Background: an optimization exercise with open tools, aiming at small area and a short achievable clock period. Do not read the settings as production practice. In this exercise RTL edits were held to simulation tests only and were not proved equivalent to the original. The flow treats the clock pin as an ideal source, which a real chip does not have. Power and IR drop assume default switching activity.

alpha:
## sram_controller
module sram_controller (
    input  logic        hclk,
    input  logic        hreset_n,
    input  logic        hsel,
    input  logic [7:0]  haddr,
    input  logic        hwrite,
    input  logic [1:0]  htrans,
    input  logic [2:0]  hsize,
    input  logic [31:0] hwdata,
    output logic [31:0] hrdata,
    output logic        hready,
    output logic        hresp,
    input  logic        pwr_save_req,
    input  logic        pwr_restore_req,
    output logic        sram_csb0,
    output logic        sram_web0,
    output logic [7:0]  sram_addr0,
    output logic [31:0] sram_din0,
    output logic [3:0]  sram_wmask0,
    input  logic [31:0] sram_dout0,
    output logic        parity_error,
    output logic [1:0]  fsm_state
);
Size in the first run: about 1300 cells after synthesis, about 170 I/O pins, ~13000 µm² of cells after synthesis.
==> flow/config.mk <==
export PLATFORM = sky130hd
export DESIGN_NAME = sram_controller
export DESIGN_NICKNAME = sram_controller
export VERILOG_FILES = /design/flow/design.v
export SDC_FILE = /design/flow/constraint.sdc
export NUM_CORES = 4
export LEC_CHECK = 0
export CAP_MARGIN = 20
export CORE_MARGIN = 2
export CORE_UTILIZATION = 40
export GPL_TIMING_DRIVEN = 0
export PLACE_DENSITY = 0.6
export SLEW_MARGIN = 20
export SYNTH_HIERARCHICAL = 1
export SYNTH_MINIMUM_KEEP_SIZE = 0
==> flow/constraint.sdc <==
create_clock -name core_clock -period 10.0 [get_ports {hclk}]
set_input_delay 2.0000 -clock core_clock [delete_from_list [all_inputs] [get_ports {hclk}]]
set_output_delay 2.0000 -clock core_clock [all_outputs]
set_load 0.01 [all_outputs]
standard.sh (not shown) runs the stock make flow with config.mk's settings and CLKGATE_MAP_FILE= SYNTH_SCRIPT=/design/flow/synth_recipe.tcl, a recipe that flattens the netlist after the stock synthesis.
==> flow/flow/run.sh <==
#!/bin/bash
# Own layout flow: the standard ORFS flow (standard.sh: unchanged synthesis,
# floorplan, power grid and tap cells, placement, routing), with hooks that
# change how the paths from the input ports are built:
#  - synthesis buffers are removed at floorplan (REMOVE_ABC_BUFFERS) and the
#    ports are buffered with buf_1;
#  - io_fast.tcl (before the placement resizer): each input buffer drives only
#    the pins that lead to an output port; its loads that only reach registers
#    are moved behind a buffer of their own;
#  - tighten.tcl (CTS and global route stages): the stage's timing repair runs
#    against a tighter input delay (the SDC's is restored right after),
#    followed by a power-recovery pass that sizes cells back down where that
#    tighter delay leaves slack;
#  - the clock tree uses its own buffer list and sink clustering, and no dummy loads.
# The make run's full output goes to standard_flow.log in the work folder;
# ORFS's own per-step logs are under orfs/logs/.
set -euo pipefail
cd "$(dirname "${BASH_SOURCE[0]}")/.."
F=$PWD/flow

export REMOVE_ABC_BUFFERS=1
export BUFFER_PORTS_ARGS="-buffer_cell sky130_fd_sc_hd__buf_1"
export IO_FAST_IN_CELL=sky130_fd_sc_hd__buf_1
export IO_FAST_OUT_CELL=sky130_fd_sc_hd__buf_1
export IO_FAST_ISO_CELL=sky130_fd_sc_hd__buf_4
export IO_FAST_IN_DELAY=${IO_FAST_IN_DELAY:-7.5}
export IO_FAST_RECOVER=100
export PRE_RESIZE_TCL=$F/io_fast.tcl
export PRE_CTS_TCL=$F/tighten.tcl
export PRE_GLOBAL_ROUTE_TCL=$F/tighten.tcl
export CTS_ARGS="-sink_clustering_enable -repair_clock_nets -buf_list {sky130_fd_sc_hd__clkbuf_4} -sink_clustering_size 12 -sink_clustering_max_diameter 30 -dont_use_dummy_load"

bash standard.sh > standard_flow.log 2>&1
==> flow/flow/io_fast.tcl <==
# Port-to-port paths: after buffer_ports, let each input buffer drive only the
# pins that lead combinationally to an output port, and move its other loads
# (those that only reach registers) behind a buffer of their own. Port buffers
# are then sized for speed.

proc io_fast_reaches_output { pin } {
  set paths [find_timing_paths -through $pin -to [all_outputs] -group_path_count 1]
  return [expr { [llength $paths] > 0 }]
}

proc io_fast { } {
  set in_cell  $::env(IO_FAST_IN_CELL)
  set out_cell $::env(IO_FAST_OUT_CELL)
  set iso_cell $::env(IO_FAST_ISO_CELL)
  set clk_port [get_full_name [get_property [lindex [all_clocks] 0] sources]]
  set n_iso 0
  foreach port [get_ports -filter "direction==output"] {
    set net [get_nets [get_full_name $port]]
    set drv [get_pins -of_objects $net -filter "direction==output"]
    if { [llength $drv] != 1 } { continue }
    set inst [get_cells -of_objects $drv]
    if { [string match "*__buf_*" [get_property $inst ref_name]] ||
         [string match "*__clkdlybuf*" [get_property $inst ref_name]] ||
         [string match "*__clkbuf_*" [get_property $inst ref_name]] } {
      replace_cell $inst $out_cell
    }
  }
  foreach port [get_ports -filter "direction==input"] {
    set pname [get_full_name $port]
    if { $pname eq $clk_port } { continue }
    set loads [get_pins -of_objects [get_nets $pname] -filter "direction==input"]
    if { [llength $loads] != 1 } { continue }
    set inbuf [get_cells -of_objects $loads]
    set ref [get_property $inbuf ref_name]
    if { ![string match "*buf*" $ref] } { continue }
    replace_cell $inbuf $in_cell
    set xnet [get_nets -of_objects [get_pins -of_objects $inbuf -filter "direction==output"]]
    set keep {}
    set move {}
    foreach s [get_pins -of_objects $xnet -filter "direction==input"] {
      if { [io_fast_reaches_output $s] } {
        lappend keep $s
      } else {
        lappend move $s
      }
    }
    if { [llength $keep] > 0 && [llength $move] > 1 } {
      insert_buffer -buffer_cell $iso_cell -net $xnet -load_pins $move
      incr n_iso
    }
  }
  puts "io_fast: isolated the register loads of $n_iso input ports"
}

io_fast
==> flow/flow/tighten.tcl <==
# Wraps ORFS's repair_timing_helper so that the stage's own timing repair runs
# against a tighter input delay (IO_FAST_IN_DELAY, max only, instead of the
# SDC's), which makes the repair speed up every path from an input port, to
# registers and to output ports alike. The SDC's input delay is restored
# right after the repair, so nothing of it is written to the stage's SDC.
# With IO_FAST_RECOVER set, a power-recovery pass (which sizes cells down
# where there is slack) follows the repair, against the same tighter delay.
proc io_fast_inputs { } {
  set clk_src [get_full_name [get_property [lindex [all_clocks] 0] sources]]
  set ins {}
  foreach p [all_inputs] {
    if { [get_full_name $p] ne $clk_src } { lappend ins $p }
  }
  return $ins
}

if { [info commands io_fast_orig_repair_timing_helper] eq "" } {
  rename repair_timing_helper io_fast_orig_repair_timing_helper
  proc repair_timing_helper { args } {
    set clk [lindex [all_clocks] 0]
    set ins [io_fast_inputs]
    set_input_delay -max $::env(IO_FAST_IN_DELAY) -clock $clk $ins
    io_fast_orig_repair_timing_helper {*}$args
    if { [info exists ::env(IO_FAST_RECOVER)] && $::env(IO_FAST_RECOVER) > 0 } {
      # Size cells back down where the tighter input delay leaves slack.
      log_cmd repair_timing -recover_power $::env(IO_FAST_RECOVER) -setup_margin 0 -verbose
    }
    set_input_delay -max [expr { $::env(FLOW_PERIOD_NS) * 0.2 }] -clock $clk $ins
    report_worst_slack -max
  }
}
diff inputs: alpha => beta
Settings: SLEW_MARGIN now 0, was 20; CAP_MARGIN now 0, was 20.
--- a/flow/flow/run.sh
+++ b/flow/flow/run.sh
@@ -26 +26 @@
-export IO_FAST_IN_DELAY=${IO_FAST_IN_DELAY:-7.5}
+export IO_FAST_IN_DELAY=${IO_FAST_IN_DELAY:-7.6}
@@ -31 +31 @@
-export CTS_ARGS="-sink_clustering_enable -repair_clock_nets -buf_list {sky130_fd_sc_hd__clkbuf_4} -sink_clustering_size 12 -sink_clustering_max_diameter 30 -dont_use_dummy_load"
+export CTS_ARGS="-sink_clustering_enable -repair_clock_nets -buf_list {sky130_fd_sc_hd__clkbuf_4} -sink_clustering_size 14 -sink_clustering_max_diameter 34 -dont_use_dummy_load"
==> comparison <==
Looking at worst hold slack after final layout, beta sits 0.0044 ns above alpha. Run comparison: beta endpoint of the worst setup timing path sram_wmask0[2]; alpha endpoint of the worst setup timing path sram_wmask0[0]. Across both runs, relative contribution of the clock network to total power was lower for beta than for alpha. The share of layout cells above drive strength 1 in beta sits 0.30 points below the value recorded for alpha. For fmax, alpha and beta come out practically identical. Diff alpha -> beta: wire length of the first global-routing pass moved down; slack of the critical path +0.0059 ns; via count now sits lower; multi-input logic area dropped 0.53%; global placement routability congestion stayed essentially flat.
What gamma does differently from beta at the input level:
--- a/flow/flow/io_fast.tcl
+++ b/flow/flow/io_fast.tcl
@@ -3,2 +3,2 @@
-# (those that only reach registers) behind a buffer of their own. Port buffers
-# are then sized for speed.
+# (those that only reach registers, asynchronous resets included) behind a
+# buffer of their own. Port buffers are set to the cells the flow names.
@@ -6,0 +7,5 @@
+  # A register's asynchronous set or reset pin reaches the outputs only
+  # through the register, so it is left off the input buffer too.
+  if { [regexp {/(RESET_B|SET_B)$} [get_full_name $pin]] } {
+    return 0
+  }
### Flow results
- Between beta and gamma, the register-to-register slack figures differ only marginally.
- Compared beta against gamma; total CTS buffers within noise.
- Reported for gamma and beta, clock period minus final worst setup slack turned out identical to the last digit.
- As far as fraction of standard cell area in multi-input logic goes, gamma and beta are indistinguishable; the numbers are identical.
- gamma -> beta: sum of negative setup slack delta 0, exact match
- From beta to gamma, met1 demand-to-capacity share in global routing did not move at all.
- Re number of clock sinks seen by CTS: no difference whatsoever between beta and gamma.
- Any difference in detailed-routed wire length on met2 between beta and gamma is small enough to ignore.
- Compared gamma against beta; count of unique library cells instantiated by Yosys within noise.
What delta does differently from gamma at the input level:
Settings: changing CORE_UTILIZATION from 40 to 50; changing SLEW_MARGIN from 0 to 20; changing PLACE_DENSITY from 0.6 to 0.8; changing CAP_MARGIN from 0 to 20.
--- a/flow/flow/run.sh
+++ b/flow/flow/run.sh
@@ -31 +31 @@
-export CTS_ARGS="-sink_clustering_enable -repair_clock_nets -buf_list {sky130_fd_sc_hd__clkbuf_4} -sink_clustering_size 14 -sink_clustering_max_diameter 34 -dont_use_dummy_load"
+export CTS_ARGS="-sink_clustering_enable -repair_clock_nets -buf_list {sky130_fd_sc_hd__clkbuf_4} -sink_clustering_size 12 -sink_clustering_max_diameter 30 -dont_use_dummy_load"
--- a/flow/flow/io_fast.tcl
+++ b/flow/flow/io_fast.tcl
@@ -3,2 +3,2 @@
-# (those that only reach registers, asynchronous resets included) behind a
-# buffer of their own. Port buffers are set to the cells the flow names.
+# (those that only reach registers) behind a buffer of their own. Port buffers
+# are then sized for speed.
@@ -7,5 +6,0 @@
-  # A register's asynchronous set or reset pin reaches the outputs only
-  # through the register, so it is left off the input buffer too.
-  if { [regexp {/(RESET_B|SET_B)$} [get_full_name $pin]] } {
-    return 0
-  }
--- outcome ---
gamma ended up with sram_wmask0[2] as its destination of the critical timing path; delta ended up with sram_wmask0[0]. Multi-input logic area up 39 µm² in delta wrt gamma. Achievable frequency delta (delta -> gamma): insignificant. delta reports a higher starting density of the core than gamma does. Delta (delta minus gamma): synthesis-to-finish area growth now sits higher, cell area now sits higher, power now sits higher.

static timing again, ports no longer ideal:
How much do the figures lean on ideal ports? The routed layouts below were timed once more, with nothing changed but the port constraints. Step 1, drivers: a clkbuf_16 drives hclk and a buf_2 each remaining input, both assumed. Step 2 times the ports against the registers' clock, not the clock port: input delays grow and output delays shrink by t, the midpoint of the rising clock arrivals with the driver on. Three values: ideal, step 1, step 2; two values: the first two.
run	t, ns	slack for setup (ns)	worst setup path at the end	pins driven straight from the clock port
alpha	0.738	5.503 / 5.456 / 4.825	input to register	1
beta	0.713	5.509 / 5.462 / 4.939	input to register	1
gamma	0.713	5.509 / 5.462 / 4.939	input to register	1
delta	0.713	5.513 / 5.468 / 5.025	input to register	1
After both steps every run listed still meets setup and hold. The setup slack of alpha, which loses most, moves by -0.047 ns with the drivers and by -0.678 ns with both steps.
